This design comes from an exercise in tuning for small area and a short achievable clock period on the open sky130 flow, not from production work. RTL that was checked went through simulation tests only; none was proved equivalent to the original. For runs 1 and 3, only the layout was checked, not whether the RTL still works. Power and IR drop assume default switching activity.

==> flow/design.v <==
`timescale 1ns / 10ps
module mul16_csa(input [15:0] a, input [15:0] b, output [15:0] s, output [15:0] c, output [15:0] t);
wire m1;
wire m2;
wire m3;
wire m4;
wire m5;
wire m6;
wire m7;
wire m8;
wire m9;
wire m10;
wire m11;
wire m12;
wire m13;
wire m14;
wire m15;
wire m16;
wire m17;
wire m18;
wire m19;
wire m20;
wire m21;
wire m22;
wire m23;
wire m24;
wire m25;
wire m26;
wire m27;
wire m28;
wire m29;
wire m30;
wire m31;
wire m32;
wire m33;
wire m34;
wire m35;
wire m36;
wire m37;
wire m38;
wire m39;
wire m40;
wire m41;
wire m42;
wire m43;
wire m44;
wire m45;
wire m46;
wire m47;
wire m48;
wire m49;
wire m50;
wire m51;
wire m52;
wire m53;
wire m54;
wire m55;
wire m56;
wire m57;
wire m58;
wire m59;
wire m60;
wire m61;
wire m62;
wire m63;
wire m64;
wire m65;
wire m66;
wire m67;
wire m68;
wire m69;
wire m70;
wire m71;
wire m72;
wire m73;
wire m74;
wire m75;
wire m76;
wire m77;
wire m78;
wire m79;
wire m80;
wire m81;
wire m82;
wire m83;
wire m84;
wire m85;
wire m86;
wire m87;
wire m88;
wire m89;
wire m90;
wire m91;
wire m92;
wire m93;
wire m94;
wire m95;
wire m96;
wire m97;
wire m98;
wire m99;
wire m100;
wire m101;
wire m102;
wire m103;
wire m104;
wire m105;
wire m106;
wire m107;
wire m108;
wire m109;
wire m110;
wire m111;
wire m112;
wire m113;
wire m114;
wire m115;
wire m116;
wire m117;
wire m118;
wire m119;
wire m120;
wire m121;
wire m122;
wire m123;
wire m124;
wire m125;
wire m126;
wire m127;
wire m128;
wire m129;
wire m130;
wire m131;
wire m132;
wire m133;
wire m134;
wire m135;
wire m136;
wire m137;
wire m138;
wire m139;
wire m140;
wire m141;
wire m142;
wire m143;
wire m144;
wire m145;
wire m146;
wire m147;
wire m148;
wire m149;
wire m150;
wire m151;
wire m152;
wire m153;
wire m154;
wire m155;
wire m156;
wire m157;
wire m158;
wire m159;
wire m160;
wire m161;
wire m162;
wire m163;
wire m164;
wire m165;
wire m166;
wire m167;
wire m168;
wire m169;
wire pp0_0 = a[0] & b[0];
wire pp0_1 = a[1] & b[0];
wire pp1_0 = a[0] & b[1];
wire pp0_2 = a[2] & b[0];
wire pp1_1 = a[1] & b[1];
wire pp2_0 = a[0] & b[2];
wire pp0_3 = a[3] & b[0];
wire pp1_2 = a[2] & b[1];
wire pp2_1 = a[1] & b[2];
wire pp3_0 = a[0] & b[3];
wire pp0_4 = a[4] & b[0];
wire pp1_3 = a[3] & b[1];
wire pp2_2 = a[2] & b[2];
wire pp3_1 = a[1] & b[3];
wire pp4_0 = a[0] & b[4];
wire pp0_5 = a[5] & b[0];
wire pp1_4 = a[4] & b[1];
wire pp2_3 = a[3] & b[2];
wire pp3_2 = a[2] & b[3];
wire pp4_1 = a[1] & b[4];
wire pp5_0 = a[0] & b[5];
wire pp0_6 = a[6] & b[0];
wire pp1_5 = a[5] & b[1];
wire pp2_4 = a[4] & b[2];
wire pp3_3 = a[3] & b[3];
wire pp4_2 = a[2] & b[4];
wire pp5_1 = a[1] & b[5];
wire pp6_0 = a[0] & b[6];
wire pp0_7 = a[7] & b[0];
wire pp1_6 = a[6] & b[1];
wire pp2_5 = a[5] & b[2];
wire pp3_4 = a[4] & b[3];
wire pp4_3 = a[3] & b[4];
wire pp5_2 = a[2] & b[5];
wire pp6_1 = a[1] & b[6];
wire pp7_0 = a[0] & b[7];
wire pp0_8 = a[8] & b[0];
wire pp1_7 = a[7] & b[1];
wire pp2_6 = a[6] & b[2];
wire pp3_5 = a[5] & b[3];
wire pp4_4 = a[4] & b[4];
wire pp5_3 = a[3] & b[5];
wire pp6_2 = a[2] & b[6];
wire pp7_1 = a[1] & b[7];
wire pp8_0 = a[0] & b[8];
wire pp0_9 = a[9] & b[0];
wire pp1_8 = a[8] & b[1];
wire pp2_7 = a[7] & b[2];
wire pp3_6 = a[6] & b[3];
wire pp4_5 = a[5] & b[4];
wire pp5_4 = a[4] & b[5];
wire pp6_3 = a[3] & b[6];
wire pp7_2 = a[2] & b[7];
wire pp8_1 = a[1] & b[8];
wire pp9_0 = a[0] & b[9];
wire pp0_10 = a[10] & b[0];
wire pp1_9 = a[9] & b[1];
wire pp2_8 = a[8] & b[2];
wire pp3_7 = a[7] & b[3];
wire pp4_6 = a[6] & b[4];
wire pp5_5 = a[5] & b[5];
wire pp6_4 = a[4] & b[6];
wire pp7_3 = a[3] & b[7];
wire pp8_2 = a[2] & b[8];
wire pp9_1 = a[1] & b[9];
wire pp10_0 = a[0] & b[10];
wire pp0_11 = a[11] & b[0];
wire pp1_10 = a[10] & b[1];
wire pp2_9 = a[9] & b[2];
wire pp3_8 = a[8] & b[3];
wire pp4_7 = a[7] & b[4];
wire pp5_6 = a[6] & b[5];
wire pp6_5 = a[5] & b[6];
wire pp7_4 = a[4] & b[7];
wire pp8_3 = a[3] & b[8];
wire pp9_2 = a[2] & b[9];
wire pp10_1 = a[1] & b[10];
wire pp11_0 = a[0] & b[11];
wire pp0_12 = a[12] & b[0];
wire pp1_11 = a[11] & b[1];
wire pp2_10 = a[10] & b[2];
wire pp3_9 = a[9] & b[3];
wire pp4_8 = a[8] & b[4];
wire pp5_7 = a[7] & b[5];
wire pp6_6 = a[6] & b[6];
wire pp7_5 = a[5] & b[7];
wire pp8_4 = a[4] & b[8];
wire pp9_3 = a[3] & b[9];
wire pp10_2 = a[2] & b[10];
wire pp11_1 = a[1] & b[11];
wire pp12_0 = a[0] & b[12];
wire pp0_13 = a[13] & b[0];
wire pp1_12 = a[12] & b[1];
wire pp2_11 = a[11] & b[2];
wire pp3_10 = a[10] & b[3];
wire pp4_9 = a[9] & b[4];
wire pp5_8 = a[8] & b[5];
wire pp6_7 = a[7] & b[6];
wire pp7_6 = a[6] & b[7];
wire pp8_5 = a[5] & b[8];
wire pp9_4 = a[4] & b[9];
wire pp10_3 = a[3] & b[10];
wire pp11_2 = a[2] & b[11];
wire pp12_1 = a[1] & b[12];
wire pp13_0 = a[0] & b[13];
wire pp0_14 = a[14] & b[0];
wire pp1_13 = a[13] & b[1];
wire pp2_12 = a[12] & b[2];
wire pp3_11 = a[11] & b[3];
wire pp4_10 = a[10] & b[4];
wire pp5_9 = a[9] & b[5];
wire pp6_8 = a[8] & b[6];
wire pp7_7 = a[7] & b[7];
wire pp8_6 = a[6] & b[8];
wire pp9_5 = a[5] & b[9];
wire pp10_4 = a[4] & b[10];
wire pp11_3 = a[3] & b[11];
wire pp12_2 = a[2] & b[12];
wire pp13_1 = a[1] & b[13];
wire pp14_0 = a[0] & b[14];
wire pp0_15 = a[15] & b[0];
wire pp1_14 = a[14] & b[1];
wire pp2_13 = a[13] & b[2];
wire pp3_12 = a[12] & b[3];
wire pp4_11 = a[11] & b[4];
wire pp5_10 = a[10] & b[5];
wire pp6_9 = a[9] & b[6];
wire pp7_8 = a[8] & b[7];
wire pp8_7 = a[7] & b[8];
wire pp9_6 = a[6] & b[9];
wire pp10_5 = a[5] & b[10];
wire pp11_4 = a[4] & b[11];
wire pp12_3 = a[3] & b[12];
wire pp13_2 = a[2] & b[13];
wire pp14_1 = a[1] & b[14];
wire pp15_0 = a[0] & b[15];
assign m1 = pp0_3 ^ pp1_2;
assign m2 = pp0_3 & pp1_2;
assign m3 = pp0_4 ^ pp1_3 ^ pp2_2;
assign m4 = (pp0_4 & pp1_3) | (pp2_2 & (pp0_4 ^ pp1_3));
assign m5 = pp3_1 ^ pp4_0;
assign m6 = pp3_1 & pp4_0;
assign m7 = pp0_5 ^ pp1_4 ^ pp2_3;
assign m8 = (pp0_5 & pp1_4) | (pp2_3 & (pp0_5 ^ pp1_4));
assign m9 = pp3_2 ^ pp4_1 ^ pp5_0;
assign m10 = (pp3_2 & pp4_1) | (pp5_0 & (pp3_2 ^ pp4_1));
assign m11 = m6 ^ m4;
assign m12 = m6 & m4;
assign m13 = pp0_6 ^ pp1_5 ^ pp2_4;
assign m14 = (pp0_6 & pp1_5) | (pp2_4 & (pp0_6 ^ pp1_5));
assign m15 = pp3_3 ^ pp4_2 ^ pp5_1;
assign m16 = (pp3_3 & pp4_2) | (pp5_1 & (pp3_3 ^ pp4_2));
assign m17 = pp6_0 ^ m10 ^ m8;
assign m18 = (pp6_0 & m10) | (m8 & (pp6_0 ^ m10));
assign m19 = m13 ^ m15;
assign m20 = m13 & m15;
assign m21 = pp0_7 ^ pp1_6 ^ pp2_5;
assign m22 = (pp0_7 & pp1_6) | (pp2_5 & (pp0_7 ^ pp1_6));
assign m23 = pp3_4 ^ pp4_3 ^ pp5_2;
assign m24 = (pp3_4 & pp4_3) | (pp5_2 & (pp3_4 ^ pp4_3));
assign m25 = pp6_1 ^ pp7_0 ^ m14;
assign m26 = (pp6_1 & pp7_0) | (m14 & (pp6_1 ^ pp7_0));
assign m27 = m16 ^ m21 ^ m23;
assign m28 = (m16 & m21) | (m23 & (m16 ^ m21));
assign m29 = m20 ^ m18;
assign m30 = m20 & m18;
assign m31 = pp0_8 ^ pp1_7 ^ pp2_6;
assign m32 = (pp0_8 & pp1_7) | (pp2_6 & (pp0_8 ^ pp1_7));
assign m33 = pp3_5 ^ pp4_4 ^ pp5_3;
assign m34 = (pp3_5 & pp4_4) | (pp5_3 & (pp3_5 ^ pp4_4));
assign m35 = pp6_2 ^ pp7_1 ^ pp8_0;
assign m36 = (pp6_2 & pp7_1) | (pp8_0 & (pp6_2 ^ pp7_1));
assign m37 = m22 ^ m24 ^ m31;
assign m38 = (m22 & m24) | (m31 & (m22 ^ m24));
assign m39 = m33 ^ m35 ^ m26;
assign m40 = (m33 & m35) | (m26 & (m33 ^ m35));
assign m41 = m28 ^ m37;
assign m42 = m28 & m37;
assign m43 = pp0_9 ^ pp1_8 ^ pp2_7;
assign m44 = (pp0_9 & pp1_8) | (pp2_7 & (pp0_9 ^ pp1_8));
assign m45 = pp3_6 ^ pp4_5 ^ pp5_4;
assign m46 = (pp3_6 & pp4_5) | (pp5_4 & (pp3_6 ^ pp4_5));
assign m47 = pp6_3 ^ pp7_2 ^ pp8_1;
assign m48 = (pp6_3 & pp7_2) | (pp8_1 & (pp6_3 ^ pp7_2));
assign m49 = pp9_0 ^ m32 ^ m34;
assign m50 = (pp9_0 & m32) | (m34 & (pp9_0 ^ m32));
assign m51 = m36 ^ m43 ^ m45;
assign m52 = (m36 & m43) | (m45 & (m36 ^ m43));
assign m53 = m47 ^ m38 ^ m49;
assign m54 = (m47 & m38) | (m49 & (m47 ^ m38));
assign m55 = m51 ^ m42;
assign m56 = m51 & m42;
assign m57 = pp0_10 ^ pp10_0 ^ pp1_9;
assign m58 = (pp0_10 & pp10_0) | (pp1_9 & (pp0_10 ^ pp10_0));
assign m59 = pp2_8 ^ pp3_7 ^ pp4_6;
assign m60 = (pp2_8 & pp3_7) | (pp4_6 & (pp2_8 ^ pp3_7));
assign m61 = pp5_5 ^ pp6_4 ^ pp7_3;
assign m62 = (pp5_5 & pp6_4) | (pp7_3 & (pp5_5 ^ pp6_4));
assign m63 = pp8_2 ^ pp9_1 ^ m44;
assign m64 = (pp8_2 & pp9_1) | (m44 & (pp8_2 ^ pp9_1));
assign m65 = m46 ^ m48 ^ m57;
assign m66 = (m46 & m48) | (m57 & (m46 ^ m48));
assign m67 = m59 ^ m61 ^ m50;
assign m68 = (m59 & m61) | (m50 & (m59 ^ m61));
assign m69 = m52 ^ m63 ^ m65;
assign m70 = (m52 & m63) | (m65 & (m52 ^ m63));
assign m71 = m54 ^ m56;
assign m72 = m54 & m56;
assign m73 = pp0_11 ^ pp10_1 ^ pp11_0;
assign m74 = (pp0_11 & pp10_1) | (pp11_0 & (pp0_11 ^ pp10_1));
assign m75 = pp1_10 ^ pp2_9 ^ pp3_8;
assign m76 = (pp1_10 & pp2_9) | (pp3_8 & (pp1_10 ^ pp2_9));
assign m77 = pp4_7 ^ pp5_6 ^ pp6_5;
assign m78 = (pp4_7 & pp5_6) | (pp6_5 & (pp4_7 ^ pp5_6));
assign m79 = pp7_4 ^ pp8_3 ^ pp9_2;
assign m80 = (pp7_4 & pp8_3) | (pp9_2 & (pp7_4 ^ pp8_3));
assign m81 = m58 ^ m60 ^ m62;
assign m82 = (m58 & m60) | (m62 & (m58 ^ m60));
assign m83 = m73 ^ m75 ^ m77;
assign m84 = (m73 & m75) | (m77 & (m73 ^ m75));
assign m85 = m79 ^ m64 ^ m66;
assign m86 = (m79 & m64) | (m66 & (m79 ^ m64));
assign m87 = m81 ^ m83 ^ m68;
assign m88 = (m81 & m83) | (m68 & (m81 ^ m83));
assign m89 = m70 ^ m85;
assign m90 = m70 & m85;
assign m91 = pp0_12 ^ pp10_2 ^ pp11_1;
assign m92 = (pp0_12 & pp10_2) | (pp11_1 & (pp0_12 ^ pp10_2));
assign m93 = pp12_0 ^ pp1_11 ^ pp2_10;
assign m94 = (pp12_0 & pp1_11) | (pp2_10 & (pp12_0 ^ pp1_11));
assign m95 = pp3_9 ^ pp4_8 ^ pp5_7;
assign m96 = (pp3_9 & pp4_8) | (pp5_7 & (pp3_9 ^ pp4_8));
assign m97 = pp6_6 ^ pp7_5 ^ pp8_4;
assign m98 = (pp6_6 & pp7_5) | (pp8_4 & (pp6_6 ^ pp7_5));
assign m99 = pp9_3 ^ m74 ^ m76;
assign m100 = (pp9_3 & m74) | (m76 & (pp9_3 ^ m74));
assign m101 = m78 ^ m80 ^ m91;
assign m102 = (m78 & m80) | (m91 & (m78 ^ m80));
assign m103 = m93 ^ m95 ^ m97;
assign m104 = (m93 & m95) | (m97 & (m93 ^ m95));
assign m105 = m82 ^ m84 ^ m99;
assign m106 = (m82 & m84) | (m99 & (m82 ^ m84));
assign m107 = m101 ^ m103 ^ m86;
assign m108 = (m101 & m103) | (m86 & (m101 ^ m103));
assign m109 = m105 ^ m90;
assign m110 = m105 & m90;
assign m111 = pp0_13 ^ pp10_3 ^ pp11_2;
assign m112 = (pp0_13 & pp10_3) | (pp11_2 & (pp0_13 ^ pp10_3));
assign m113 = pp12_1 ^ pp13_0 ^ pp1_12;
assign m114 = (pp12_1 & pp13_0) | (pp1_12 & (pp12_1 ^ pp13_0));
assign m115 = pp2_11 ^ pp3_10 ^ pp4_9;
assign m116 = (pp2_11 & pp3_10) | (pp4_9 & (pp2_11 ^ pp3_10));
assign m117 = pp5_8 ^ pp6_7 ^ pp7_6;
assign m118 = (pp5_8 & pp6_7) | (pp7_6 & (pp5_8 ^ pp6_7));
assign m119 = pp8_5 ^ pp9_4 ^ m92;
assign m120 = (pp8_5 & pp9_4) | (m92 & (pp8_5 ^ pp9_4));
assign m121 = m94 ^ m96 ^ m98;
assign m122 = (m94 & m96) | (m98 & (m94 ^ m96));
assign m123 = m111 ^ m113 ^ m115;
assign m124 = (m111 & m113) | (m115 & (m111 ^ m113));
assign m125 = m117 ^ m100 ^ m102;
assign m126 = (m117 & m100) | (m102 & (m117 ^ m100));
assign m127 = m104 ^ m119 ^ m121;
assign m128 = (m104 & m119) | (m121 & (m104 ^ m119));
assign m129 = m123 ^ m106 ^ m125;
assign m130 = (m123 & m106) | (m125 & (m123 ^ m106));
assign m131 = m127 ^ m108;
assign m132 = m127 & m108;
assign m133 = pp0_14 ^ pp10_4 ^ pp11_3;
assign m134 = (pp0_14 & pp10_4) | (pp11_3 & (pp0_14 ^ pp10_4));
assign m135 = pp12_2 ^ pp13_1 ^ pp14_0;
assign m136 = (pp12_2 & pp13_1) | (pp14_0 & (pp12_2 ^ pp13_1));
assign m137 = pp1_13 ^ pp2_12 ^ pp3_11;
assign m138 = (pp1_13 & pp2_12) | (pp3_11 & (pp1_13 ^ pp2_12));
assign m139 = pp4_10 ^ pp5_9 ^ pp6_8;
assign m140 = (pp4_10 & pp5_9) | (pp6_8 & (pp4_10 ^ pp5_9));
assign m141 = pp7_7 ^ pp8_6 ^ pp9_5;
assign m142 = (pp7_7 & pp8_6) | (pp9_5 & (pp7_7 ^ pp8_6));
assign m143 = m112 ^ m114 ^ m116;
assign m144 = (m112 & m114) | (m116 & (m112 ^ m114));
assign m145 = m118 ^ m133 ^ m135;
assign m146 = (m118 & m133) | (m135 & (m118 ^ m133));
assign m147 = m137 ^ m139 ^ m141;
assign m148 = (m137 & m139) | (m141 & (m137 ^ m139));
assign m149 = m120 ^ m122 ^ m124;
assign m150 = (m120 & m122) | (m124 & (m120 ^ m122));
assign m151 = m143 ^ m145 ^ m147;
assign m152 = (m143 & m145) | (m147 & (m143 ^ m145));
assign m153 = m126 ^ m128 ^ m149;
assign m154 = (m126 & m128) | (m149 & (m126 ^ m128));
assign m155 = m151 ^ m130;
assign m156 = m151 & m130;
assign m157 = pp0_15 ^ pp10_5 ^ pp11_4;
assign m158 = pp12_3 ^ pp13_2 ^ pp14_1;
assign m159 = pp15_0 ^ pp1_14 ^ pp2_13;
assign m160 = pp3_12 ^ pp4_11 ^ pp5_10;
assign m161 = pp6_9 ^ pp7_8 ^ pp8_7;
assign m162 = pp9_6 ^ m157 ^ m158;
assign m163 = m159 ^ m160 ^ m161;
assign m164 = m134 ^ m136 ^ m138;
assign m165 = m140 ^ m142 ^ m162;
assign m166 = m163 ^ m164 ^ m144;
assign m167 = m146 ^ m148 ^ m165;
assign m168 = m166 ^ m150 ^ m152;
assign m169 = m167 ^ m168 ^ m154;
assign s[0] = pp0_0;
assign c[0] = 1'b0;
assign t[0] = 1'b0;
assign s[1] = pp0_1;
assign c[1] = pp1_0;
assign t[1] = 1'b0;
assign s[2] = pp0_2;
assign c[2] = pp1_1;
assign t[2] = pp2_0;
assign s[3] = pp2_1;
assign c[3] = pp3_0;
assign t[3] = m1;
assign s[4] = m2;
assign c[4] = m3;
assign t[4] = m5;
assign s[5] = m7;
assign c[5] = m9;
assign t[5] = m11;
assign s[6] = m12;
assign c[6] = m17;
assign t[6] = m19;
assign s[7] = m25;
assign c[7] = m27;
assign t[7] = m29;
assign s[8] = m30;
assign c[8] = m39;
assign t[8] = m41;
assign s[9] = m40;
assign c[9] = m53;
assign t[9] = m55;
assign s[10] = m67;
assign c[10] = m69;
assign t[10] = m71;
assign s[11] = m72;
assign c[11] = m87;
assign t[11] = m89;
assign s[12] = m88;
assign c[12] = m107;
assign t[12] = m109;
assign s[13] = m110;
assign c[13] = m129;
assign t[13] = m131;
assign s[14] = m153;
assign c[14] = m132;
assign t[14] = m155;
assign s[15] = m156;
assign c[15] = m169;
assign t[15] = 1'b0;
endmodule
`timescale 1ns / 1ps
module pipelined_regfile_4stage(clk, rst, imem_addr, imem_rdata, dmem_addr, dmem_wdata, dmem_we, dmem_rdata, wb_en, wb_addr, wb_data);
input clk;
input rst;
output [15:0] imem_addr;
input [15:0] imem_rdata;
output [15:0] dmem_addr;
output [15:0] dmem_wdata;
output dmem_we;
input [15:0] dmem_rdata;
output wb_en;
output [3:0] wb_addr;
output [15:0] wb_data;
reg [15:0] pc_q;           
reg        jr_q;           
reg [3:0]  op_q;           
reg [15:0] a_q, b_q, npc_q;
reg [3:0]  imm_q, rd_q;
reg        we_q, ld_q, wen2_q, cin_q, com_q;    
reg [3:0]  waddr2_q;
reg [15:0] x_q, y_q, z_q;
reg        wen3_q;         
reg [3:0]  waddr3_q;
reg [15:0] wdata3_q;
wire [15:0] inst = imem_rdata;
wire [3:0]  op = inst[15:12];
wire [3:0]  rs = inst[7:4];
wire [3:0]  r2 = (op == 4'h9 || op == 4'hA) ? inst[11:8] : inst[3:0];
wire [15:0] wsel = wen3_q ? (16'd1 << waddr3_q) : 16'd0;
wire [15:0] rs_oh = 16'd1 << rs;
wire        sll = (op == 4'h4);
wire [15:0] r2_oh = sll ? 16'd0 : (16'd1 << r2);
wire [15:0] shf = inst[3] ? 16'd0 : (16'd1 << inst[2:0]);
wire [15:0] regq [0:15];
reg [15:0] rd1, rd2;
integer k;
always @(*) begin
	rd1 = (|(rs_oh & wsel)) ? wdata3_q : 16'd0;
	rd2 = (|(r2_oh & wsel)) ? wdata3_q : sll ? shf : 16'd0;
	for (k = 0; k < 16; k = k + 1) begin
		rd1 = rd1 | ({16{rs_oh[k] & ~wsel[k]}} & regq[k]);
		rd2 = rd2 | ({16{r2_oh[k] & ~wsel[k]}} & regq[k]);
	end
end
wire [15:0] cur = jr_q ? a_q : pc_q;    
wire [15:0] cur1 = cur + 16'd1;
wire [15:0] simm = {{12{imm_q[3]}}, imm_q};
wire        eq = (a_q == b_q);
wire        taken = (op_q == 4'hA) && eq;
wire [15:0] asum = ((op_q == 4'hA) ? npc_q : a_q) + simm;
wire [15:0] target = asum;
wire [15:0] pc_next = (op == 4'hB) ? {cur[15:12], inst[11:0]} :
                      taken ? target : cur1;
wire [15:0] ms, mc, mt;
mul16_csa MUL0(.a(a_q), .b(b_q), .s(ms), .c(mc), .t(mt));
wire [15:0] shr = imm_q[3] ? 16'd0 : (a_q >> imm_q[2:0]);
wire [15:0] addr = asum;
reg [15:0] x_d, y_d;
always @(*) begin
	y_d = 16'd0;
	case (op_q)
		4'h0: begin x_d = a_q; y_d = b_q; end
		4'h1: begin x_d = a_q; y_d = ~b_q; end
		4'h2: x_d = a_q & b_q;
		4'h3: x_d = a_q ^ b_q;
		4'h4: begin x_d = ms; y_d = mc; end
		4'h5: x_d = shr;
		4'h6: begin x_d = ~a_q; y_d = b_q; end
		4'h7: begin x_d = ms; y_d = mc; end
		4'h8: x_d = addr;
		4'h9: begin x_d = addr; y_d = b_q; end
		4'hD: x_d = npc_q;
		default: x_d = 16'd0;
	endcase
end
wire wen_e = !(op_q == 4'h9 || op_q == 4'hA || op_q == 4'hB || op_q == 4'hC);
wire [15:0] p3 = x_q ^ y_q ^ z_q;
wire [15:0] g3 = (x_q & y_q) | (z_q & (x_q ^ y_q));
wire [16:0] sum = {1'b0, p3} + {g3, 1'b0} + {16'd0, cin_q};
wire [15:0] wdata_d = ld_q ? dmem_rdata : com_q ? {15'd0, sum[16]} : sum[15:0];
assign imem_addr = cur;
assign dmem_addr = x_q;
assign dmem_wdata = y_q;
assign dmem_we = we_q;
assign wb_en = wen3_q;
assign wb_addr = waddr3_q;
assign wb_data = wdata3_q;
always @(posedge clk) begin
	if (rst) begin
		pc_q <= 16'd0;
		jr_q <= 1'b0;
		op_q <= 4'hB;
		we_q <= 1'b0;
		ld_q <= 1'b0;
		wen2_q <= 1'b0;
		wen3_q <= 1'b0;
	end else begin
		pc_q <= pc_next;
		jr_q <= (op == 4'hC || op == 4'hD);
		op_q <= op;
		we_q <= (op_q == 4'h9);
		ld_q <= (op_q == 4'h8);
		wen2_q <= wen_e;
		wen3_q <= wen2_q;
	end
	a_q <= rd1;
	b_q <= rd2;
	npc_q <= cur1;
	imm_q <= inst[3:0];
	rd_q <= inst[11:8];
	x_q <= x_d;
	y_q <= y_d;
	z_q <= (op_q == 4'h7 || op_q == 4'h4) ? mt : 16'd0;
	cin_q <= (op_q == 4'h1 || op_q == 4'h6);
	com_q <= (op_q == 4'h6);
	waddr2_q <= (op_q == 4'hD) ? 4'hF : rd_q;
	waddr3_q <= waddr2_q;
	wdata3_q <= wdata_d;
end
wire [15:0] nrst = {16{~rst}};
wire [15:0] wd_0  = wdata3_q & nrst;
wire [15:0] wd_6  = (wdata3_q & nrst) | {13'd0, rst, rst, 1'b0};
wire [15:0] wd_66 = (wdata3_q & nrst) | {9'd0, rst, 4'd0, rst, 1'b0};
wire [15:0] wd_3  = (wdata3_q & nrst) | {14'd0, rst, rst};
genvar g;
generate
	for (g = 0; g < 16; g = g + 1) begin : RF
		reg [15:0] r;
		wire [15:0] d = (g == 0) ? wd_6 : (g == 1 || g == 8) ? wd_66 : (g == 3) ? wd_3 : wd_0;
		always @(posedge clk)
			if (rst | wsel[g])
				r <= d;
		assign regq[g] = r;
	end
endgenerate
endmodule
==> flow/flow/run.sh <==
#!/bin/bash
# The standard layout (the standard.sh, standard synthesis included), with one change:
# the buffers that placement puts on every input and output port are buf_4 cells instead of
# the resizer's default pick (a slow clock-delay buffer). The make output goes to
# standard.log; ORFS keeps each step's log under orfs/logs/.
set -euo pipefail
export BUFFER_PORTS_ARGS="-buffer_cell sky130_fd_sc_hd__buf_4"
bash standard.sh > standard.log 2>&1
==> flow/standard.sh <==
#!/bin/bash
# synth_recipe.tcl (not shown) runs the flow's synth.tcl, then flattens the netlist and writes it again
# the make line also repeats each setting of config.mk as NAME=value (left out here)
make -C /OpenROAD-flow-scripts/flow DESIGN_CONFIG=/design/flow/config.mk WORK_HOME=/design/flow/orfs CLKGATE_MAP_FILE= SYNTH_SCRIPT=/design/flow/synth_recipe.tcl "${@:-finish}"
==> flow/config.mk <==
export PLATFORM = sky130hd
export DESIGN_NAME = pipelined_regfile_4stage
export DESIGN_NICKNAME = pipelined_regfile_4stage
export VERILOG_FILES = /design/flow/design.v
export SDC_FILE = /design/flow/constraint.sdc
export NUM_CORES = 4
export LEC_CHECK = 0
export CAP_MARGIN = 20
export CORE_MARGIN = 2
export CORE_UTILIZATION = 40
export PLACE_DENSITY = 0.6
export SETUP_SLACK_MARGIN = 5
export SLEW_MARGIN = 20
==> flow/constraint.sdc <==
create_clock -name core_clock -period 9.0 [get_ports {clk}]
set_input_delay 1.8000 -clock core_clock [delete_from_list [all_inputs] [get_ports {clk}]]
set_output_delay 1.8000 -clock core_clock [all_outputs]
set_load 0.01 [all_outputs]
==> key figures, run 1 <==
Die
  • CORE AREA: 0.0566 mm^2
  • Die Wd: approximately 240 um
  • Std-Cell Rows: 87
  • Starting Density: 40.6%
  • DIE AREA: 0.0594 mm^2
  • Die height: 244 um
  • Top Ports: 104

Global routing
  • Vias in the first global route: 20,200
  • First-pass GRT wire length: 140,000 um
  • Largest net degree at the start of global routing: 41
  • Initial antenna violation count: 3
  • Total GRT Usage: 32.5%
  • Gr ovfl total: 0

Logic synthesis
  • EDFF count, synth: 256
  • Post-Syn Nets: 2,357
  • Mux contribution to synthesized area: 3.11%
  • Post-Synthesis Cells: 2,179
  • Post-synthesis sequential area ratio: 46.7%
  • Flip-flop and latch count after synthesis: roughly 410
  • Compound-gate portion of the synthesized area: 18.3%
  • Synth warn: 1
  • Post-synthesis instance area: 0.0230 mm^2
  • Share of synthesized registers carrying an async set or reset: 0%
  • Syn Area/Cell: 10.6 um^2
  • Synth cell types: 77
  • Main combinational cell family by area after synthesis: compound AO/OA/AOI/OAI gates
  • Post-Synth Simple-Gate Area: 14.8%
  • Synth Area in XOR/XNOR: 2.72%
  • Most used flip-flop cell after synthesis: edfxtp_1
  • Adder-Cell Fraction of Synth Area: 10.5%

Critical path
  • WP data arrival: 4.52 ns
  • R2R depth: 15
  • Reg2reg end: y_q[15]$_DFF_P_
  • Reg2reg setup slack: ~5.0 ns
  • Crit-path max FO: 7
  • Setup CP Type: flop to flop
  • Worst path required time: around 9.5 ns
  • Worst Setup End Kind: flop
  • Crit path to: y_q[15]$_DFF_P_
  • Startpoint Class: flop
  • Reg-to-reg critical path startpoint: b_q[3]$_DFF_P_
  • CP Launch Point: b_q[3]$_DFF_P_

Timing
  • Clock Skew: 0.0363 ns
  • Slew @ Worst Pin: between 1 and 1.5 ns
  • Period utilization: 45.0%
  • RSZ-0062 raised after global routing: true
  • Fmax: 247 MHz
  • Final setup viols: 0
  • Setup TNS: 0 ns
  • Worst slew margin: 24.5%
  • Tmin final: 4.05 ns
  • Fin. Hold Viols: 0
  • Slew Limit Fails: 0

Clock tree
  • CTS root buffer: clkbuf_16
  • Bufs on Longest Clock Path: 3
  • Worst-path clk slew: 0.07 ns
  • CTS HTree Levels: 2
  • Latest clock arrival within the worst-skew pair: 0.60 ns
  • Hold_buf cts: 0
  • Sink Count: 408
  • Total CTS buffers: 44
  • CTS tree: yes

Drt
  • Final ANT Viol Nets: 0
  • Drt first pass iters: 9
  • Avg WL per Cell: 31.8 um
  • Iter 0 DRT Violations: 2,850
  • DRT Wirelength: 98,900 um
  • Via/cell ratio: around 6.5
  • Drc violations: 0
  • DR vias: ~20,000

Power and ir drop
  • Tot Pwr: approximately 6.5 mW
  • Maximum VDD drop: 0.000189 V
  • Power Density: between 200 and 250 mW/mm^2
  • Pleak: 10.7 nW

Layout
  • Fin util: 48.8%
  • Ratio of cells with drive above 1 in the final layout: 19.9%
  • Total Nets Final: approximately 2,500
  • ANT cells: 0
  • Area grow syn2layout: 20.2%

Placement
  • Port-buffer cells: 103
  • Gpl congestion: 0.992
  • Dpl hpwl: 66,300 um

Run
  • Max Cap Viol: 0

Worst hold path
  • Hold/Removal Path Class: flop to flop

Status
  • Status: no timing/DRC/antenna violations
==> per-layer routing <==
metal | GRT usage (%) | routed length [um] | share of wire [%] | vias to the layer above
li1 | - | - | - | 8536
met1 | 39.5 | 35700 | 36 | 9863
met2 | 52.1 | 45000 | 45 | 1484
met3 | 7.83 | 10300 | 10 | 472
met4 | 20.2 | 7890 | 8.0 | 0
met5 | 0 | 0 | 0 | -
==> cell families after synthesis <==
family	after synthesis
AO/OA/AOI/OAI	584
XOR/XNOR	69
adder cells (fa/ha/maj)	144
buffers and inverters	234
flip-flops	408
multiplexers	65
AND/OR/NAND/NOR	675
==> cell usage in the layout (no fill, tap or decap), drive strengths merged, types with 13 or more instances in the layout <==
cell	instances
clkinv	16
xnor2	51
nand3	58
fa	81
a222oi	14
xor2	17
a21o	17
nand2	168
nor2b	17
nor4	17
ha	63
o21ai	89
edfxtp	256
and2	86
clkbuf	55
a22o	20
nor2	125
a221oi	36
nand2b	19
mux2i	32
mux2	31
a211oi	23
nand4	63
inv	104
dfxtp	152
a21oi	63
and3	29
nor3	48
a31oi	13
a22oi	202
buf	226
==> final cells by class <==
| cell class | count | area [um^2] |
|---|---|---|
| Sequential cell | 408 | 10800 |
| Clock inverter | 31 | 433 |
| Tap cell | 756 | 946 |
| Timing Repair Buffer | 230 | 1970 |
| Clock buffer | 51 | 1140 |
| Multi-Input combinational cell | 1537 | 12000 |
| Fill cell | 5171 | 29000 |
| Inverter | 100 | 379 |
==> worst max-delay path: stages (launching register included) <==
cell and delay (ns):
dfxtp_2 0.32, buf_8 0.13, and2_1 0.16, fa_1 0.51
inv_2 0.05, fa_2 0.38, fa_1 0.47, fa_2 0.40
xnor2_2 0.16, xnor2_1 0.14, xnor2_1 0.26, xnor2_1 0.17
xnor3_1 0.27, a31oi_1 0.21, o22a_1 0.18, o21ai_2 0.09
==> timing repair <==
| action | 4_1_cts | 5_1_grt |
|---|---|---|
| gates resized for setup | 65 | 68 |
| setup buffers | 21 | 35 |
| setup endpoints to repair | 28 | 30 |
| gates cloned | 0 | 4 |
| pin swaps | 10 | 14 |
==> metrics by stage <==
stage          setup slack [ns]  cell area, um^2  std cells  hold slack (ns)
2_1_floorplan              4.83            23100       2179            0.310
3_3_place_gp               3.85            25000       2967            0.313
3_5_place_dp               3.71            25100       2969            0.316
4_1_cts                    4.91            27000       3072            0.332
5_1_grt                    4.85            27600       3113            0.339
6_report                   4.95            27600       3113            0.332
==> how the worst min path moves through the flow <==
| stage | start | end | cells past startpoint |
|---|---|---|---|
| after floorplan | waddr2_q[0]$_SDFF_PN1_ | waddr3_q[0]$_DFF_P_ | 0 |
| after global placement | waddr2_q[3]$_SDFF_PN1_ | waddr3_q[3]$_DFF_P_ | 0 |
| after detailed placement | waddr2_q[0]$_SDFF_PN1_ | waddr3_q[0]$_DFF_P_ | 0 |
| after CTS | waddr2_q[0]$_SDFF_PN1_ | waddr3_q[0]$_DFF_P_ | 0 |
| after global routing | waddr2_q[1]$_SDFF_PN1_ | waddr3_q[1]$_DFF_P_ | 0 |
| final | waddr2_q[0]$_SDFF_PN1_ | waddr3_q[0]$_DFF_P_ | 0 |
==> synthesized netlist by cell type (19+ instances only) <==
| cell type | n | area share [%] |
|---|---|---|
| inv_1 | 99 | 1.6 |
| nand4_1 | 63 | 1.7 |
| and2_1 | 84 | 2.3 |
| nor3_1 | 48 | 1.0 |
| nand3_1 | 58 | 1.3 |
| nand2_1 | 168 | 2.7 |
| a22o_1 | 20 | 0.76 |
| dfxtp_1 | 152 | 13 |
| o21ai_0 | 86 | 1.9 |
| a211oi_1 | 23 | 0.75 |
| mux2i_1 | 32 | 1.4 |
| nand2b_1 | 19 | 0.52 |
| mux2_2 | 31 | 1.5 |
| a21oi_1 | 63 | 1.4 |
| nor2_1 | 125 | 2.0 |
| and3_1 | 29 | 0.79 |
| edfxtp_1 | 256 | 33 |
| a221oi_1 | 36 | 1.4 |
| ha_1 | 63 | 3.4 |
| fa_1 | 81 | 7.1 |
| a22oi_1 | 202 | 6.6 |
| xnor2_1 | 51 | 1.9 |
| clkbuf_1 | 120 | 2.0 |
==> where the power goes <==
part / internal [mW] / switching, mW
logic: 0.736 / 1.11
registers: 2.36 / 0.371
clock network: 1.16 / 0.798
total: 4.25 / 2.28
==> sequential cells by signal, indices dropped and copies added, names as in the netlist, 16 cells and up <==
name,flops
b_q,16
RF.r,256
x_q,16
wdata3_q,16
pc_q,16
npc_q,16
y_q,16
a_q,16
==> inputs of run 2 (changes only) <==
--- a/flow/design.v
+++ b/flow/design.v
@@ -541,7 +541,7 @@
 reg [3:0]  op_q;           
 reg [15:0] a_q, b_q, npc_q;
 reg [3:0]  imm_q, rd_q;
-reg        we_q, ld_q, wen2_q, cin_q, com_q;    
+reg        we_q, ld_q, wen2_q, cin_q;    
 reg [3:0]  waddr2_q;
 reg [15:0] x_q, y_q, z_q;
 reg        wen3_q;         
@@ -553,15 +553,13 @@
 wire [3:0]  r2 = (op == 4'h9 || op == 4'hA) ? inst[11:8] : inst[3:0];
 wire [15:0] wsel = wen3_q ? (16'd1 << waddr3_q) : 16'd0;
 wire [15:0] rs_oh = 16'd1 << rs;
-wire        sll = (op == 4'h4);
-wire [15:0] r2_oh = sll ? 16'd0 : (16'd1 << r2);
-wire [15:0] shf = inst[3] ? 16'd0 : (16'd1 << inst[2:0]);
+wire [15:0] r2_oh = 16'd1 << r2;
 wire [15:0] regq [0:15];
 reg [15:0] rd1, rd2;
 integer k;
 always @(*) begin
 	rd1 = (|(rs_oh & wsel)) ? wdata3_q : 16'd0;
-	rd2 = (|(r2_oh & wsel)) ? wdata3_q : sll ? shf : 16'd0;
+	rd2 = (|(r2_oh & wsel)) ? wdata3_q : 16'd0;
 	for (k = 0; k < 16; k = k + 1) begin
 		rd1 = rd1 | ({16{rs_oh[k] & ~wsel[k]}} & regq[k]);
 		rd2 = rd2 | ({16{r2_oh[k] & ~wsel[k]}} & regq[k]);
@@ -572,14 +570,14 @@
 wire [15:0] simm = {{12{imm_q[3]}}, imm_q};
 wire        eq = (a_q == b_q);
 wire        taken = (op_q == 4'hA) && eq;
-wire [15:0] asum = ((op_q == 4'hA) ? npc_q : a_q) + simm;
-wire [15:0] target = asum;
+wire [15:0] target = npc_q + simm;
 wire [15:0] pc_next = (op == 4'hB) ? {cur[15:12], inst[11:0]} :
                       taken ? target : cur1;
 wire [15:0] ms, mc, mt;
 mul16_csa MUL0(.a(a_q), .b(b_q), .s(ms), .c(mc), .t(mt));
+wire [15:0] shl = imm_q[3] ? 16'd0 : (a_q << imm_q[2:0]);
 wire [15:0] shr = imm_q[3] ? 16'd0 : (a_q >> imm_q[2:0]);
-wire [15:0] addr = asum;
+wire [15:0] addr = a_q + simm;
 reg [15:0] x_d, y_d;
 always @(*) begin
 	y_d = 16'd0;
@@ -588,9 +586,9 @@
 		4'h1: begin x_d = a_q; y_d = ~b_q; end
 		4'h2: x_d = a_q & b_q;
 		4'h3: x_d = a_q ^ b_q;
-		4'h4: begin x_d = ms; y_d = mc; end
+		4'h4: x_d = shl;
 		4'h5: x_d = shr;
-		4'h6: begin x_d = ~a_q; y_d = b_q; end
+		4'h6: x_d = {15'd0, a_q <= b_q};
 		4'h7: begin x_d = ms; y_d = mc; end
 		4'h8: x_d = addr;
 		4'h9: begin x_d = addr; y_d = b_q; end
@@ -601,8 +599,8 @@
 wire wen_e = !(op_q == 4'h9 || op_q == 4'hA || op_q == 4'hB || op_q == 4'hC);
 wire [15:0] p3 = x_q ^ y_q ^ z_q;
 wire [15:0] g3 = (x_q & y_q) | (z_q & (x_q ^ y_q));
-wire [16:0] sum = {1'b0, p3} + {g3, 1'b0} + {16'd0, cin_q};
-wire [15:0] wdata_d = ld_q ? dmem_rdata : com_q ? {15'd0, sum[16]} : sum[15:0];
+wire [15:0] sum = p3 + {g3[14:0], 1'b0} + {15'd0, cin_q};
+wire [15:0] wdata_d = ld_q ? dmem_rdata : sum;
 assign imem_addr = cur;
 assign dmem_addr = x_q;
 assign dmem_wdata = y_q;
@@ -635,9 +633,8 @@
 	rd_q <= inst[11:8];
 	x_q <= x_d;
 	y_q <= y_d;
-	z_q <= (op_q == 4'h7 || op_q == 4'h4) ? mt : 16'd0;
-	cin_q <= (op_q == 4'h1 || op_q == 4'h6);
-	com_q <= (op_q == 4'h6);
+	z_q <= (op_q == 4'h7) ? mt : 16'd0;
+	cin_q <= (op_q == 4'h1);
 	waddr2_q <= (op_q == 4'hD) ? 4'hF : rd_q;
 	waddr3_q <= waddr2_q;
 	wdata3_q <= wdata_d;
==> flow/run.sh (new file) <==
#!/bin/bash
# synth_recipe.tcl (not shown) runs the flow's synth.tcl, then flattens the netlist and writes it again
# the make line also repeats each setting of config.mk as NAME=value (left out here)
make -C /OpenROAD-flow-scripts/flow DESIGN_CONFIG=/design/flow/config.mk WORK_HOME=/design/flow/orfs CLKGATE_MAP_FILE= SYNTH_SCRIPT=/design/flow/synth_recipe.tcl finish
removed: flow/flow/run.sh
removed: flow/standard.sh
==> key figures, run 2 <==
Clock tree
  • Worst-path clk slew: 0.07 ns (about the same)
  • CTS root buffer: clkbuf_16 (unchanged)
  • Total CTS buffers: 46 (was 44)
  • CTS HTree Levels: 2 (unchanged)
  • Sink Count: 407 (was 408)
  • CTS tree: yes (unchanged)
  • Latest clock arrival within the worst-skew pair: 0.61 ns (was 0.60 ns)
  • Bufs on Longest Clock Path: 3 (unchanged)

Timing
  • Worst slew margin: 25.1% (was 24.5%)
  • Slew Limit Fails: 0 (unchanged)
  • Clock Skew: 0.0247 ns (was 0.0363 ns)
  • Setup TNS: 0 ns (unchanged)
  • Fin. Hold Viols: 0 (unchanged)
  • Slew @ Worst Pin: 1.11 ns (was 1.13 ns)
  • Tmin final: 3.98 ns (was 4.05 ns)
  • Final setup viols: 0 (unchanged)
  • Period utilization: 44.2% (was 45.0%)
  • Fmax: 252 MHz (was 247 MHz)
  • RSZ-0062 raised after global routing: true (unchanged)

Power and ir drop
  • Internal: 4.25 mW (about the same)
  • Clock power frac: 29.6% (was 29.9%)
  • Net Sw Power: 2.29 mW (was 2.28 mW)
  • Maximum VDD drop: 0.000150 V (was 0.000189 V)
  • Power Density: 234 mW/mm^2 (was 236 mW/mm^2)
  • Tot Pwr: 6.54 mW (was 6.53 mW)
  • Sw frac: 35.0% (was 34.9%)
  • Register share of total power: 40.7% (was 41.8%)
  • Pleak: 10.3 nW (was 10.7 nW)
  • Logic pwr share: 29.7% (was 28.3%)

Global routing
  • Gr ovfl total: 0 (unchanged)
  • Largest net degree at the start of global routing: 61 (was 41)
  • GR met3 Demand/Resource: 7.02% (was 7.83%)
  • Met1 usage: 36.3% (was 39.5%)
  • Initial antenna violation count: 3 (unchanged)
  • Total GRT Usage: 29.4% (was 32.5%)
  • GR Layer Usage met2: 46.5% (was 52.1%)
  • Vias in the first global route: 19,900 (was 20,200)
  • First-pass GRT wire length: 131,000 um (was 140,000 um)
  • Global route hottest layer: met2 (unchanged)

Worst hold path
  • Hold/Removal Path Class: flop to flop (unchanged)
  • Hold path cells: 0 (unchanged)
  • Hold Path End: waddr3_q[1]$_DFF_P_ (was waddr3_q[0]$_DFF_P_)
  • HP Start: waddr2_q[1]$_SDFF_PN1_ (was waddr2_q[0]$_SDFF_PN1_)

Logic synthesis
  • Post-Syn Nets: 2,413 (was 2,357)
  • Synth cell types: 80 (was 77)
  • Count leader, synth: a22oi_1 (was edfxtp_1)
  • Top area cells in the synthesized netlist: edfxtp_1 (33%), dfxtp_1 (13%), a22oi_1 (8.4%), fa_1 (7.0%), ha_1 (5.0%) (was edfxtp_1 (33%), dfxtp_1 (13%), fa_1 (7.1%), a22oi_1 (6.6%), ha_1 (3.4%))
  • Share of synthesized registers carrying an async set or reset: 0% (unchanged)
  • Most used flip-flop cell after synthesis: edfxtp_1 (unchanged)
  • Post-Synthesis Cells: 2,204 (was 2,179)
  • Synth warn: 1 (unchanged)
  • EDFF count, synth: 256 (unchanged)
  • Synth area leader: edfxtp_1 (unchanged)
  • Flip-flop and latch count after synthesis: 407 (was 408)
  • Syn Area/Cell: 10.7 um^2 (was 10.6 um^2)
  • Post-synthesis instance area: 0.0235 mm^2 (was 0.0230 mm^2)
  • Leading cell types by count after synthesis: a22oi_1 (262), edfxtp_1 (256), nand2_1 (170) (was edfxtp_1 (256), a22oi_1 (202), nand2_1 (168))
  • Post-synthesis sequential area ratio: 45.6% (was 46.7%)
  • Post-synth top area share: 32.7% (was 33.4%)

Placement
  • Dpl hpwl: 58,200 um (was 66,300 um)
  • Dpl cells: 2,993 (was 2,969)
  • Gpl congestion: 0.922 (was 0.992)
  • Port-buffer cells: 103 (unchanged)

Drt
  • Final ANT Viol Nets: 0 (unchanged)
  • Via/cell ratio: 6.37 (was 6.54)
  • DRT Wirelength: 89,900 um (was 98,900 um)
  • Drc violations: 0 (unchanged)
  • Drt first pass iters: 6 (was 9)
  • DR vias: 20,000 (was 20,400)
  • Iter 0 DRT Violations: 2,538 (was 2,850)
  • Avg WL per Cell: 28.6 um (was 31.8 um)

Layout
  • ANT cells: 0 (unchanged)
  • Commonest non-fill, non-tap cells in the layout: a22oi_1 (262), edfxtp_1 (256), nand2_1 (170), nor2_1 (157), dfxtp_1 (137) (was edfxtp_1 (256), buf_4 (205), a22oi_1 (202), nand2_1 (167), dfxtp_1 (128))
  • Largest reg by FF count: RF.r (unchanged)
  • Ratio of cells with drive above 1 in the final layout: 13.4% (was 19.9%)
  • Commonest non-fill, non-tap cell in the layout: a22oi_1 (was edfxtp_1)
  • Final Non-Filler Cells: 3,138 (was 3,113)
  • Area grow syn2layout: 19.2% (was 20.2%)
  • Total Nets Final: 2,544 (was 2,499)
  • Max reg flops: 256 (unchanged)
  • Fillers: 5,287 (was 5,171)

Critical path
  • Critical path's slowest cell: clkdlybuf4s50_1 (was fa_1)
  • R2R depth: 10 (was 15)
  • Max incr delay on CP: 0.52 ns (was 0.51 ns)
  • Startpoint Class: primary input (was flop)
  • Reg2reg end: x_q[13]$_DFF_P_ (was y_q[15]$_DFF_P_)
  • CP Cell Sequence: clkdlybuf4s50_1 > and2b_2 > nand2b_4 > mux2_4 > buf_6 > nor2_1 > a222oi_1 > o32ai_2 > nor3_4 > buf_12 > buf_8 > o2111ai_1 (was buf_8 > and2_1 > fa_1 > inv_2 > fa_2 > fa_1 > fa_2 > xnor2_2 > xnor2_1 > xnor2_1 > xnor2_1 > xnor3_1 > a31oi_1 > o22a_1 > o21ai_2)
  • WP data arrival: 4.43 ns (was 4.52 ns)
  • Reg-to-reg critical path startpoint: b_q[10]$_DFF_P_ (was b_q[3]$_DFF_P_)
  • Crit-path max FO: 6 (was 7)
  • Reg2reg setup slack: 5.06 ns (was 4.95 ns)
  • Worst path required time: 9.45 ns (was 9.47 ns)
  • Worst Setup End Kind: flop (unchanged)
  • Setup CP Type: primary input to flop (was flop to flop)

Die
  • Die Wd: 246 um (was 244 um)
  • Std-Cell Rows: 88 (was 87)
  • Top Ports: 104 (unchanged)
  • Starting Density: 40.5% (was 40.6%)
  • CORE AREA: 0.0579 mm^2 (was 0.0566 mm^2)
  • DIE AREA: 0.0606 mm^2 (was 0.0594 mm^2)
  • Die height: 246 um (was 244 um)

Run
  • Max Cap Viol: 0 (unchanged)

Status
  • Status: no timing/DRC/antenna violations (unchanged)
run 2: cell types whose count changed after synthesis, moves of 21 or more:
cell	previous run	this run
a221oi_1	36	7
a22oi_1	202	262
ha_1	63	93
nand3_1	58	34
nor2_1	125	157
or2_2	11	32
run 2: worst max-delay path, delay by kind of cell:
kind | cells | cell delay [ns]
compound gates | 3 | 0.64
buf+inv | 4 | 0.97
mux | 1 | 0.22
simple gates | 4 | 0.79
run 2: repair_timing:
action	CTS	global route
setup buffers	35	22
gates resized for setup	26	34
gates cloned	1	1
pin swaps	15	8
hold buffers	0	0
setup endpoints to repair	58	35
run 2: final cells by class:
cell class | instances | area [um^2] | share of cell area [%]
clock buffer | 64 | 1250 | 4.47
clock inverter | 22 | 299 | 1.07
inverter | 118 | 452 | 1.61
multi-input combinational | 1556 | 12200 | 43.6
sequential | 407 | 10700 | 38.4
tap | 765 | 957 | 3.42
timing repair buffer | 206 | 2080 | 7.43
run 2: cell families (layout without fill, tap and decap cells):
group / Yosys count / count (layout) / synth area share (%)
simple gates: 666 / 667 / 14.5
fa+ha+maj: 175 / 175 / 11.9
compound gates: 583 / 583 / 17.8
buf+inv: 242 / 410 / 4.07
mux: 51 / 51 / 2.96
xor+xnor: 80 / 80 / 3.02
flops: 407 / 407 / 45.6
run 2: worst max-delay path by stage:
stage,startpoint,endpoint,slack (ns)
after floorplan,imem_rdata[12],b_q[10]$_DFF_P_,5.09
after global placement,imem_rdata[12],b_q[1]$_DFF_P_,3.70
after detailed placement,imem_rdata[12],b_q[15]$_DFF_P_,3.87
after CTS,a_q[0]$_DFF_P_,x_q[13]$_DFF_P_,4.92
after global routing,b_q[10]$_DFF_P_,x_q[13]$_DFF_P_,4.95
final,imem_rdata[14],b_q[15]$_DFF_P_,5.02
run 2: power groups by stage:
stage / clock [mW] / sequential (mW) / combinational, mW
CTS: 1.95 / 2.65 / 1.87
global route: 2.04 / 2.69 / 2.11
detailed placement: 0 / 2.68 / 1.84
global placement: 0 / 2.68 / 1.82
floorplan: 0 / 2.53 / 1.16
finish: 1.94 / 2.66 / 1.94
run 2: metal layers:
layer,part of all wire [%],vias up
met1,37,9806
li1,-,8487
met5,0,-
met3,10,366
met4,7.4,0
met2,45,1323
run 2: stage by stage:
stage / area (um^2) / hold slack, ns / setup WS (ns) / utilization [%]
3_3_place_gp: 25500 / 0.311 / 3.70 / 44.0
5_1_grt: 28000 / 0.338 / 4.95 / 48.3
4_1_cts: 27600 / 0.328 / 4.92 / 47.7
6_report: 28000 / 0.326 / 5.02 / 48.3
3_5_place_dp: 25600 / 0.312 / 3.87 / 44.1
2_1_floorplan: 23500 / 0.310 / 5.09 / -
==> inputs of run 3 (changes only) <==
--- a/flow/design.v
+++ b/flow/design.v
@@ -1,5 +1,5 @@
 `timescale 1ns / 10ps
-module mul16_csa(input [15:0] a, input [15:0] b, output [15:0] s, output [15:0] c, output [15:0] t);
+module mul16_csa(input [15:0] a, input [15:0] b, output [15:0] s, output [15:0] c, output [15:0] t, output [2:0] e);
 wire m1;
 wire m2;
 wire m3;
@@ -167,8 +167,6 @@
 wire m165;
 wire m166;
 wire m167;
-wire m168;
-wire m169;
 wire pp0_0 = a[0] & b[0];
 wire pp0_1 = a[1] & b[0];
 wire pp1_0 = a[0] & b[1];
@@ -375,8 +373,8 @@
 assign m68 = (m59 & m61) | (m50 & (m59 ^ m61));
 assign m69 = m52 ^ m63 ^ m65;
 assign m70 = (m52 & m63) | (m65 & (m52 ^ m63));
-assign m71 = m54 ^ m56;
-assign m72 = m54 & m56;
+assign m71 = m56 ^ m54;
+assign m72 = m56 & m54;
 assign m73 = pp0_11 ^ pp10_1 ^ pp11_0;
 assign m74 = (pp0_11 & pp10_1) | (pp11_0 & (pp0_11 ^ pp10_1));
 assign m75 = pp1_10 ^ pp2_9 ^ pp3_8;
@@ -472,8 +470,6 @@
 assign m165 = m140 ^ m142 ^ m162;
 assign m166 = m163 ^ m164 ^ m144;
 assign m167 = m146 ^ m148 ^ m165;
-assign m168 = m166 ^ m150 ^ m152;
-assign m169 = m167 ^ m168 ^ m154;
 assign s[0] = pp0_0;
 assign c[0] = 1'b0;
 assign t[0] = 1'b0;
@@ -487,20 +483,20 @@
 assign c[3] = pp3_0;
 assign t[3] = m1;
 assign s[4] = m2;
-assign c[4] = m3;
-assign t[4] = m5;
+assign c[4] = m5;
+assign t[4] = m3;
 assign s[5] = m7;
 assign c[5] = m9;
 assign t[5] = m11;
 assign s[6] = m12;
-assign c[6] = m17;
-assign t[6] = m19;
+assign c[6] = m19;
+assign t[6] = m17;
 assign s[7] = m25;
 assign c[7] = m27;
 assign t[7] = m29;
 assign s[8] = m30;
-assign c[8] = m39;
-assign t[8] = m41;
+assign c[8] = m41;
+assign t[8] = m39;
 assign s[9] = m40;
 assign c[9] = m53;
 assign t[9] = m55;
@@ -508,8 +504,8 @@
 assign c[10] = m69;
 assign t[10] = m71;
 assign s[11] = m72;
-assign c[11] = m87;
-assign t[11] = m89;
+assign c[11] = m89;
+assign t[11] = m87;
 assign s[12] = m88;
 assign c[12] = m107;
 assign t[12] = m109;
@@ -519,9 +515,12 @@
 assign s[14] = m153;
 assign c[14] = m132;
 assign t[14] = m155;
-assign s[15] = m156;
-assign c[15] = m169;
-assign t[15] = 1'b0;
+assign e[0] = m167;
+assign e[1] = m154;
+assign e[2] = m156;
+assign s[15] = m166;
+assign c[15] = m150;
+assign t[15] = m152;
 endmodule
 `timescale 1ns / 1ps
 module pipelined_regfile_4stage(clk, rst, imem_addr, imem_rdata, dmem_addr, dmem_wdata, dmem_we, dmem_rdata, wb_en, wb_addr, wb_data);
@@ -537,20 +536,21 @@
 output [3:0] wb_addr;
 output [15:0] wb_data;
 reg [15:0] pc_q;           
-reg        jr_q;           
 reg [3:0]  op_q;           
 reg [15:0] a_q, b_q, npc_q;
 reg [3:0]  imm_q, rd_q;
 reg        we_q, ld_q, wen2_q, cin_q;    
+reg [1:0]  rsel_q;         
 reg [3:0]  waddr2_q;
 reg [15:0] x_q, y_q, z_q;
+reg [2:0]  e_q;            
 reg        wen3_q;         
 reg [3:0]  waddr3_q;
 reg [15:0] wdata3_q;
 wire [15:0] inst = imem_rdata;
 wire [3:0]  op = inst[15:12];
 wire [3:0]  rs = inst[7:4];
-wire [3:0]  r2 = (op == 4'h9 || op == 4'hA) ? inst[11:8] : inst[3:0];
+wire [3:0]  r2 = op[3] ? inst[11:8] : inst[3:0];
 wire [15:0] wsel = wen3_q ? (16'd1 << waddr3_q) : 16'd0;
 wire [15:0] rs_oh = 16'd1 << rs;
 wire [15:0] r2_oh = 16'd1 << r2;
@@ -565,16 +565,20 @@
 		rd2 = rd2 | ({16{r2_oh[k] & ~wsel[k]}} & regq[k]);
 	end
 end
-wire [15:0] cur = jr_q ? a_q : pc_q;    
+wire [15:0] cur = pc_q;    
 wire [15:0] cur1 = cur + 16'd1;
 wire [15:0] simm = {{12{imm_q[3]}}, imm_q};
 wire        eq = (a_q == b_q);
 wire        taken = (op_q == 4'hA) && eq;
 wire [15:0] target = npc_q + simm;
-wire [15:0] pc_next = (op == 4'hB) ? {cur[15:12], inst[11:0]} :
-                      taken ? target : cur1;
+wire        jump = (op == 4'hB);
+wire        jr = (op == 4'hC || op == 4'hD);
+wire [15:0] pc_next = jr ? rd1 :
+                      (taken && !jump) ? target :
+                      jump ? {cur[15:12], inst[11:0]} : cur1;
 wire [15:0] ms, mc, mt;
-mul16_csa MUL0(.a(a_q), .b(b_q), .s(ms), .c(mc), .t(mt));
+wire [2:0]  me;
+mul16_csa MUL0(.a(a_q), .b(b_q), .s(ms), .c(mc), .t(mt), .e(me));
 wire [15:0] shl = imm_q[3] ? 16'd0 : (a_q << imm_q[2:0]);
 wire [15:0] shr = imm_q[3] ? 16'd0 : (a_q >> imm_q[2:0]);
 wire [15:0] addr = a_q + simm;
@@ -584,11 +588,11 @@
 	case (op_q)
 		4'h0: begin x_d = a_q; y_d = b_q; end
 		4'h1: begin x_d = a_q; y_d = ~b_q; end
-		4'h2: x_d = a_q & b_q;
-		4'h3: x_d = a_q ^ b_q;
+		4'h2: begin x_d = a_q; y_d = b_q; end
+		4'h3: begin x_d = a_q; y_d = b_q; end
 		4'h4: x_d = shl;
 		4'h5: x_d = shr;
-		4'h6: x_d = {15'd0, a_q <= b_q};
+		4'h6: begin x_d = ~a_q; y_d = b_q; end
 		4'h7: begin x_d = ms; y_d = mc; end
 		4'h8: x_d = addr;
 		4'h9: begin x_d = addr; y_d = b_q; end
@@ -599,8 +603,16 @@
 wire wen_e = !(op_q == 4'h9 || op_q == 4'hA || op_q == 4'hB || op_q == 4'hC);
 wire [15:0] p3 = x_q ^ y_q ^ z_q;
 wire [15:0] g3 = (x_q & y_q) | (z_q & (x_q ^ y_q));
-wire [15:0] sum = p3 + {g3[14:0], 1'b0} + {15'd0, cin_q};
-wire [15:0] wdata_d = ld_q ? dmem_rdata : sum;
+wire [16:0] sum = {1'b0, p3} + {g3, 1'b0} + {16'd0, cin_q};
+reg [15:0] res;
+always @(*)
+	case (rsel_q)
+		2'd0: res = {sum[15] ^ (^e_q), sum[14:0]};
+		2'd1: res = {15'd0, sum[16]};
+		2'd2: res = g3;
+		default: res = p3;
+	endcase
+wire [15:0] wdata_d = ld_q ? dmem_rdata : res;
 assign imem_addr = cur;
 assign dmem_addr = x_q;
 assign dmem_wdata = y_q;
@@ -611,7 +623,6 @@
 always @(posedge clk) begin
 	if (rst) begin
 		pc_q <= 16'd0;
-		jr_q <= 1'b0;
 		op_q <= 4'hB;
 		we_q <= 1'b0;
 		ld_q <= 1'b0;
@@ -619,7 +630,6 @@
 		wen3_q <= 1'b0;
 	end else begin
 		pc_q <= pc_next;
-		jr_q <= (op == 4'hC || op == 4'hD);
 		op_q <= op;
 		we_q <= (op_q == 4'h9);
 		ld_q <= (op_q == 4'h8);
@@ -634,7 +644,9 @@
 	x_q <= x_d;
 	y_q <= y_d;
 	z_q <= (op_q == 4'h7) ? mt : 16'd0;
-	cin_q <= (op_q == 4'h1);
+	e_q <= (op_q == 4'h7) ? me : 3'd0;
+	cin_q <= (op_q == 4'h1 || op_q == 4'h6);
+	rsel_q <= (op_q == 4'h6) ? 2'd1 : (op_q == 4'h2) ? 2'd2 : (op_q == 4'h3) ? 2'd3 : 2'd0;
 	waddr2_q <= (op_q == 4'hD) ? 4'hF : rd_q;
 	waddr3_q <= waddr2_q;
 	wdata3_q <= wdata_d;
==> flow/flow/run.sh (new file) <==
#!/bin/bash
set -euo pipefail
export BUFFER_PORTS_ARGS="-buffer_cell sky130_fd_sc_hd__buf_4"
export SETUP_SLACK_MARGIN=5.5
bash standard.sh > standard.log 2>&1
==> flow/standard.sh (new file) <==
#!/bin/bash
# synth_recipe.tcl (not shown) runs the flow's synth.tcl, then flattens the netlist and writes it again
# the make line also repeats each setting of config.mk as NAME=value (left out here)
make -C /OpenROAD-flow-scripts/flow DESIGN_CONFIG=/design/flow/config.mk WORK_HOME=/design/flow/orfs CLKGATE_MAP_FILE= SYNTH_SCRIPT=/design/flow/synth_recipe.tcl "${@:-finish}"
--- a/flow/config.mk
+++ b/flow/config.mk
@@ -7,7 +7,8 @@
 export LEC_CHECK = 0
 export CAP_MARGIN = 20
 export CORE_MARGIN = 2
-export CORE_UTILIZATION = 40
-export PLACE_DENSITY = 0.6
-export SETUP_SLACK_MARGIN = 5
+export CORE_UTILIZATION = 55
+export CTS_CLUSTER_DIAMETER = 100
+export CTS_CLUSTER_SIZE = 22
+export PLACE_DENSITY = 0.7
 export SLEW_MARGIN = 20
removed: flow/run.sh
==> key figures, run 3 <==
Status
  • Status: no timing/DRC/antenna violations (unchanged)

Logic synthesis
  • Syn Area/Cell: 10.4 um^2 (was 10.7 um^2)
  • Post-synthesis sequential area ratio: 44.9% (was 45.6%)
  • Leading cell types by count after synthesis: a22oi_1 (285), edfxtp_1 (256), nand2_1 (182) (was a22oi_1 (262), edfxtp_1 (256), nand2_1 (170))
  • Share of synthesized registers carrying an async set or reset: 0% (unchanged)
  • EDFF count, synth: 256 (unchanged)
  • Count leader, synth: a22oi_1 (unchanged)
  • Post-Syn Nets: 2,509 (was 2,413)
  • Synth cell types: 84 (was 80)
  • Post-synthesis instance area: 0.0241 mm^2 (was 0.0235 mm^2)
  • Post-Synthesis Cells: 2,322 (was 2,204)
  • Most used flip-flop cell after synthesis: edfxtp_1 (unchanged)
  • Synth area leader: edfxtp_1 (unchanged)
  • Synth warn: 1 (unchanged)
  • Post-synth top area share: 31.9% (was 32.7%)

Drt
  • Drt first pass iters: 7 (was 6)
  • Avg WL per Cell: 30.3 um (was 28.6 um)
  • DRT Wirelength: 91,600 um (was 89,900 um)
  • Final ANT Viol Nets: 0 (unchanged)
  • DR vias: 21,200 (was 20,000)
  • Drc violations: 0 (unchanged)
  • Iter 0 DRT Violations: 3,410 (was 2,538)

Power and ir drop
  • Maximum VDD drop: 0.000193 V (was 0.000150 V)
  • Power Density: 213 mW/mm^2 (was 234 mW/mm^2)
  • Tot Pwr: 5.79 mW (was 6.54 mW)
  • Pleak: 10.3 nW (about the same)

Worst hold path
  • Hold/Removal Path Class: flop to flop (unchanged)
  • Hold Path End: waddr3_q[1]$_DFF_P_ (unchanged)
  • HP Start: waddr2_q[1]$_SDFF_PN1_ (unchanged)

Critical path
  • Critical path's slowest cell: a211oi_4 (was clkdlybuf4s50_1)
  • Setup CP Type: primary input to flop (unchanged)
  • CP Buf/Inv Count: 2 (was 4)
  • Reg2reg setup slack: 5.53 ns (was 5.06 ns)
  • R2R depth: 12 (was 10)
  • Worst path required time: 9.50 ns (was 9.45 ns)
  • WP data arrival: 4.03 ns (was 4.43 ns)
  • Worst Setup End Kind: flop (unchanged)
  • CP Cell Sequence: buf_4 > nand2_2 > a211oi_4 > buf_4 > a22oi_1 > nand4_1 > nor2_1 > o21ai_2 > nor2_1 > nor4_2 (was clkdlybuf4s50_1 > and2b_2 > nand2b_4 > mux2_4 > buf_6 > nor2_1 > a222oi_1 > o32ai_2 > nor3_4 > buf_12 > buf_8 > o2111ai_1)
  • Reg2reg end: x_q[14]$_DFF_P_ (was x_q[13]$_DFF_P_)
  • Max incr delay on CP: 0.58 ns (was 0.52 ns)

Layout
  • Area grow syn2layout: 13.1% (was 19.2%)
  • Total Nets Final: 2,606 (was 2,544)
  • Largest reg by FF count: RF.r (unchanged)
  • Commonest non-fill, non-tap cell in the layout: a22oi_1 (unchanged)
  • Commonest non-fill, non-tap cells in the layout: a22oi_1 (285), edfxtp_1 (256), buf_4 (198), nand2_1 (180), nor2_1 (153) (was a22oi_1 (262), edfxtp_1 (256), nand2_1 (170), nor2_1 (157), dfxtp_1 (137))

Clock tree
  • Sink Count: 412 (was 407)
  • CTS tree: yes (unchanged)
  • Total CTS buffers: 23 (was 46)
  • Latest clock arrival within the worst-skew pair: 0.60 ns (was 0.61 ns)
  • Bufs on Longest Clock Path: 3 (unchanged)

Global routing
  • Gr ovfl total: 0 (unchanged)
  • Total GRT Usage: 39.9% (was 29.4%)
  • Largest net degree at the start of global routing: 45 (was 61)
  • Initial antenna violation count: 2 (was 3)
  • First-pass GRT wire length: 132,000 um (was 131,000 um)
  • Vias in the first global route: 20,000 (was 19,900)

Die
  • Starting Density: 55.8% (was 40.5%)
  • CORE AREA: 0.0432 mm^2 (was 0.0579 mm^2)
  • Die height: 213 um (was 246 um)
  • Std-Cell Rows: 76 (was 88)
  • Top Ports: 104 (unchanged)
  • DIE AREA: 0.0455 mm^2 (was 0.0606 mm^2)

Timing
  • Worst slew margin: 23.5% (was 25.1%)
  • Setup TNS: 0 ns (unchanged)
  • Fin. Hold Viols: 0 (unchanged)
  • Fmax: 283 MHz (was 252 MHz)
  • Slew @ Worst Pin: 1.14 ns (was 1.11 ns)
  • Clock Skew: 0.0337 ns (was 0.0247 ns)
  • Tmin final: 3.53 ns (was 3.98 ns)

Run
  • Max Cap Viol: 0 (unchanged)

Placement
  • Port-buffer cells: 103 (unchanged)
[run 3: cell type report]
| type | instances | area, um^2 |
|---|---|---|
| timing repair buffer | 221 | 1950 |
| tap | 585 | 732 |
| inverter | 142 | 538 |
| clock buffer | 37 | 628 |
| fill | 3408 | 15900 |
| clock inverter | 3 | 51.3 |
| sequential | 412 | 10900 |
| antenna | 4 | 10.0 |
| multi-input combinational | 1619 | 12400 |
[run 3: logic make-up (layout without fill, tap and decap cells)]
family / count (synthesis) / count (layout) / share of synthesized area (%)
AND/OR/NAND/NOR: 669 / 669 / 14.0
AO/OA/AOI/OAI: 647 / 647 / 19.7
flip-flops: 412 / 412 / 44.9
buffers and inverters: 291 / 403 / 4.90
adder cells (fa/ha/maj): 153 / 153 / 10.5
XOR/XNOR: 95 / 95 / 3.46
multiplexers: 55 / 55 / 2.51
other: 0 / 4 / 0
[run 3: worst register-to-register path: stages (launching register included)]
cell and delay (ns):
dfxtp_4 0.37, buf_12 0.13, and2_4 0.13, fa_1 0.51, inv_2 0.05, fa_2 0.35, fa_1 0.50, inv_2 0.04
fa_1 0.51, a22oi_1 0.16, o21ai_1 0.12, a2111oi_2 0.34, nand3_1 0.13
[run 3: worst max-delay path by stage]
stage / start / to / slack, ns / cells past startpoint
finish: imem_rdata[7] / pc_q[13]$_SDFFE_PP0P_ / 5.47 / 10
CTS: a_q[2]$_DFF_P_ / x_q[14]$_DFF_P_ / 5.36 / 12
global route: a_q[9]$_DFF_P_ / x_q[14]$_DFF_P_ / 5.42 / 11
detailed placement: imem_rdata[15] / b_q[4]$_DFF_P_ / 4.53 / 8
floorplan: a_q[1]$_DFF_P_ / x_q[14]$_DFF_P_ / 5.49 / 13
global placement: imem_rdata[15] / pc_q[4]$_SDFF_PP0_ / 4.60 / 9
[run 3: metrics by stage]
stage / area [um^2] / hold WS [ns] / cells / worst slack [ns]
6_report: 27200 / 0.334 / 3023 / 5.47
5_1_grt: 27200 / 0.341 / 3019 / 5.42
4_1_cts: 26700 / 0.333 / 2978 / 5.36
3_5_place_dp: 25600 / 0.312 / 2923 / 4.53
3_3_place_gp: 25600 / 0.316 / 2922 / 4.60
2_1_floorplan: 24100 / 0.310 / 2322 / 5.49
[run 3: what timing repair did]
| item | in CTS | in global routing |
|---|---|---|
| endpoints found under the setup margin | 38 | 29 |
| hold buffers | 0 | 0 |
| setup buffers | 14 | 37 |
| gates cloned | 1 | 3 |
| pin swaps | 9 | 20 |
| resized for setup | 56 | 57 |
[run 3: report_power, final]
group | total, mW | switching (mW) | internal (mW)
Combinational | 1.96 | 1.19 | 0.765
Sequential | 2.71 | 0.330 | 2.38
Clock | 1.12 | 0.628 | 0.494
Total | 5.79 | 2.15 | 3.64
[run 3: layer usage]
layer	track usage [%]	wire, um
met2	58.7	38500
met3	12.6	14100
met5	0.334	0
met1	52.3	32500
met4	22.0	6440

[separate check: timing with driven ports]
No port has a modelled driver above. Below, the same layouts with a new extraction and two added sets of constraints.
Step 1: set_driving_cell puts a clkbuf_16 on clk and a buf_2 on each other input, an assumption about the parent block.
Step 2 also shifts input and output timing later by t, the mid clock arrival at the registers, as if the neighbouring blocks saw the same clock.
a / b / c = ideal ports / drivers / drivers and shift; a / b = the first two.
run	t (ns)	slack for setup (ns)
run 1	0.643	4.952 / 4.952 / 4.407
run 2	0.659	5.024 / 5.009 / 4.403
run 3	0.646	5.469 / 5.406 / 4.760
After both steps every run listed still meets setup and hold.
